Context: an optimization exercise on an open-source flow, tuned for small area. The choices shown serve that exercise and are no tape-out recipe. The RTL was checked by simulation tests, not by an equivalence proof against the original design. Power and IR drop assume default switching activity.

== rev 12 ==
Design top, start of the top module:
module top(
    input  clk     ,
    input  rst     ,
    input  btnU    ,
    input  btnD    ,
    input  btnL    ,
    input  btnR    ,
    output       Hsync   ,
    output       Vsync   ,
    output [3:0] vgaRed  ,
    output [3:0] vgaGreen,
    output [3:0] vgaBlue
);
    wire [11:0] h_count;
    wire [10:0] v_count;
    wire video_on;
    wire [8:0] pos_l, pos_r;
    wire [10:0] nhp;
    wire [9:0]  nvp;
    wire circ;
    reg  white;    
    vga_controller vga_ctrl (
        .clk(clk), .rst(rst), .video_on(video_on), .hsync(Hsync), .vsync(Vsync),
        .h_count(h_count), .v_count(v_count));
    reg rst_seen;
    always @(posedge clk or posedge rst) begin
        if (rst) rst_seen <= 1'b1;
        else     rst_seen <= 1'b0;
    end
    rectangle rectangle_left_i  (.clk(clk), .rst(rst), .rst_seen(rst_seen), .btnU(btnU), .btnD(btnR), .pos(pos_l));
    rectangle rectangle_right_i (.clk(clk), .rst(rst), .rst_seen(rst_seen), .btnU(btnL), .btnD(btnD), .pos(pos_r));
    circle color_i (.clk(clk), .rst(rst), .rst_seen(rst_seen), .pos_l(pos_l), .pos_r(pos_r), .nhp(nhp), .nvp(nvp));
    circle_hit circle_hit_i (.h(h_count), .v(v_count), .nhp(nhp), .nvp(nvp), .hit(circ));
    wire [11:0] h = h_count;
    wire [10:0] v = v_count;
    wire in_l = (h >= 12'd100) && (h <= 12'd200);
    wire in_r = (h >= 12'd1700) && (h <= 12'd1800);
    wire [8:0] npr = ~(h[10] ? pos_r : pos_l);
    wire [9:0] dq, dc;
    assign dq[0] = ~(v[1] ^ npr[0]);
    assign dc[0] = v[1] | npr[0];
    genvar i;
    for (i = 1; i < 9; i++) begin : dsub
        fa u (.a(v[i+1]), .b(npr[i]), .c(dc[i-1]), .s(dq[i]), .co(dc[i]));
    end
    assign dq[9] = ~(v[10] ^ dc[8]);
    assign dc[9] = v[10] | dc[8];
    wire rows = dc[9] & ((dq < 10'd125) | ((dq == 10'd125) & ~v[0]));
    wire rect = (in_l | in_r) & rows;
    always @(posedge clk or posedge rst) begin
        if (rst) white <= 1'b0;
        else     white <= ~rst_seen & video_on & (rect | circ);
    end
    assign vgaRed   = {4{video_on}};
  ...
==> module delay, before the edit <==
module delay (
    input  clk,
    input  rst_seen,
    input  btn,
    output delay_en
);
    localparam [15:0] TAPS = 16'hD008, R = 16'hC01C, W = 16'h401C,
                      MASK = 16'hFFEF, P = 16'h5555, S1 = 16'h8039;
    reg  [15:0] q;
    wire [15:0] s = q ^ P;
    assign delay_en = ~rst_seen & ((s & MASK) == (W & MASK));
    wire fb = (^(s & TAPS)) ^ delay_en;
    always @(posedge clk) begin
        if (!btn)          q <= R ^ P;
        else if (rst_seen) q <= S1 ^ P;
        else               q <= {s[14:0], fb} ^ P;
    end
endmodule
==> module ball_tick, before the edit <==
module ball_tick (
    input  clk,
    input  rst,
    output tick
);
    localparam [12:0] TAPS = 13'h100D, R = 13'h11F9, W = 13'h01F9, MASK = 13'h1EF7;
    reg [12:0] s;
    assign tick = ((s & MASK) == (W & MASK));
    wire fb = (^(s & TAPS)) ^ tick;
    always @(posedge clk or posedge rst) begin
        if (rst) s <= R;
        else     s <= {s[11:0], fb};
    end
endmodule
==> flow/config.mk <==
export PLATFORM = sky130hd
export DESIGN_NAME = top
export DESIGN_NICKNAME = top
export VERILOG_FILES = /design/flow/design.v
export SDC_FILE = /design/flow/constraint.sdc
export NUM_CORES = 4
export LEC_CHECK = 0
export CAP_MARGIN = 20
export CORE_MARGIN = 2
export CORE_UTILIZATION = 40
export SLEW_MARGIN = 20
export SYNTH_HIERARCHICAL = 1
==> flow/constraint.sdc <==
create_clock -name core_clock -period 11.0 [get_ports {clk}]
set_input_delay 2.2000 -clock core_clock [delete_from_list [all_inputs] [get_ports {clk}]]
set_output_delay 2.2000 -clock core_clock [all_outputs]
set_load 0.01 [all_outputs]
standard.sh (not shown) runs the stock make flow with config.mk's settings and CLKGATE_MAP_FILE= SYNTH_SCRIPT=/design/flow/synth_recipe.tcl, a recipe that flattens the netlist after the stock synthesis.
==> flow/flow/run.sh <==
#!/bin/bash
# The standard layout (the standard.sh: ORFS synthesis to finish) with
# three layout choices:
# - after synthesis, combinational cells that ABC sized above drive 1 are
#   set back to drive 1 (flow/downsize.tcl); the flow's repair steps size
#   up again wherever slew, capacitance or timing need it
# - clock tree: clkbuf_8 buffers and no dummy loads at the leaves
# - port buffers: buf_1
# Synthesis, floorplan, power grid, taps, placement and routing are
# standard.sh unchanged. Each tool's output goes to a log file here.
set -e
export CTS_ARGS="-sink_clustering_enable -repair_clock_nets -buf_list sky130_fd_sc_hd__clkbuf_8 -dont_use_dummy_load"
export BUFFER_PORTS_ARGS="-buffer_cell sky130_fd_sc_hd__buf_1"
bash standard.sh synth > synth.log 2>&1
DS_ODB=orfs/results/$FLOW_PLATFORM/top/base/1_synth.odb \
  openroad -no_init -exit flow/downsize.tcl > downsize.log 2>&1
bash standard.sh > standard.log 2>&1
==> flow/flow/downsize.tcl <==
# Swaps every combinational cell that synthesis sized above drive 1 for the
# same function at drive 1 (or 0), where the platform has one that is not
# don't-use. Timing repair later in the flow sizes cells up where needed.
set odb $::env(DS_ODB)
read_db $odb
set db [ord::get_db]
set block [ord::get_db_block]
set dont_use [list]
if {[info exists ::env(DONT_USE_CELLS)]} { set dont_use $::env(DONT_USE_CELLS) }
# never pick the platform's special-purpose cells
set n 0
foreach inst [$block getInsts] {
  set m [$inst getMaster]
  set name [$m getName]
  if {![regexp {^(sky130_fd_sc_hd__)([a-z0-9]+)_([0-9]+)$} $name -> pre base drv]} { continue }
  if {$drv <= 1} { continue }
  if {[regexp {lpflow|probe} $base]} { continue }
  if {[regexp {^(df|sdf|dl|edf|sedf|clk|buf|fa|ha|fah|conb|tap|fill|decap|diode)} $base]} { continue }
  foreach d {1 0} {
    set cand "${pre}${base}_${d}"
    if {[lsearch -exact $dont_use $cand] >= 0} { continue }
    set nm [$db findMaster $cand]
    if {$nm != "NULL" && $nm != ""} {
      $inst swapMaster $nm
      incr n
      break
    }
  }
}
puts "downsized $n cells"
write_db $odb
Input changes introduced in rev 13 (baseline for comparison: rev 12):
==> flow/design.v, changed modules only <==
module delay (
    input  clk,
    input  rst_seen,
    input  btn,
    output delay_en
);
    localparam [15:0] TAPS = 16'h8040, R = 16'hE166, W = 16'h6166,
                      MASK = 16'hEFDF, P = 16'h5555, S1 = 16'hC2CC;
    reg  [15:0] q;
    wire [15:0] s = q ^ P;
    assign delay_en = ~rst_seen & ((s & MASK) == (W & MASK));
    wire fb = (^(s & TAPS)) ^ delay_en;
    always @(posedge clk) begin
        if (!btn)          q <= R ^ P;
        else if (rst_seen) q <= S1 ^ P;
        else               q <= {s[14:0], fb} ^ P;
    end
endmodule
module ball_tick (
    input  clk,
    input  rst,
    output tick
);
    localparam [12:0] TAPS = 13'h1004, R = 13'h0C40, W = 13'h1C40, MASK = 13'h1FF9;
    reg [12:0] s;
    assign tick = ((s & MASK) == (W & MASK));
    wire fb = (^(s & TAPS)) ^ tick;
    always @(posedge clk or posedge rst) begin
        if (rst) s <= R;
        else     s <= {s[11:0], fb};
    end
endmodule
Findings:
Taking rev 13 over rev 12, the combinational power ratio works out to 0.22. Rev 13 vs rev 12 on number of vias per cell after detailed routing: rev 13 is the lower one. Fmax | rev 13 vs rev 12 | rev 13 faster. Area overhead of the layout relative to synthesis essentially unchanged between rev 13 and rev 12. As far as cell count along the critical path goes, rev 12 and rev 13 are indistinguishable; the numbers are identical. Rev 13 against rev 12: cell area now smaller, number of nets produced by synthesis now smaller.

-- separate check: timing with driven ports --
In the flow no input, the clock included, has a driving cell. The finished layouts below were timed again as built, in two steps.
Step 1 sets driving cells, clkbuf_16 on the clock port and buf_2 on the other inputs (assumed; they add their load-dependent delay and slew).
Step 2 also shifts input and output timing later by t, the mid clock arrival at the registers, as if the neighbouring blocks saw the same clock.
Slacks: ideal ports / drivers / drivers and shift; pairs: ideal ports / drivers.
run	t, ns	slack for setup (ns)	pins driven straight from the clock port
rev 12	0.466	1.897 / 1.897 / 1.897	1
rev 13	0.460	1.924 / 1.924 / 1.924	1
After both steps setup and hold are still met in every run listed.
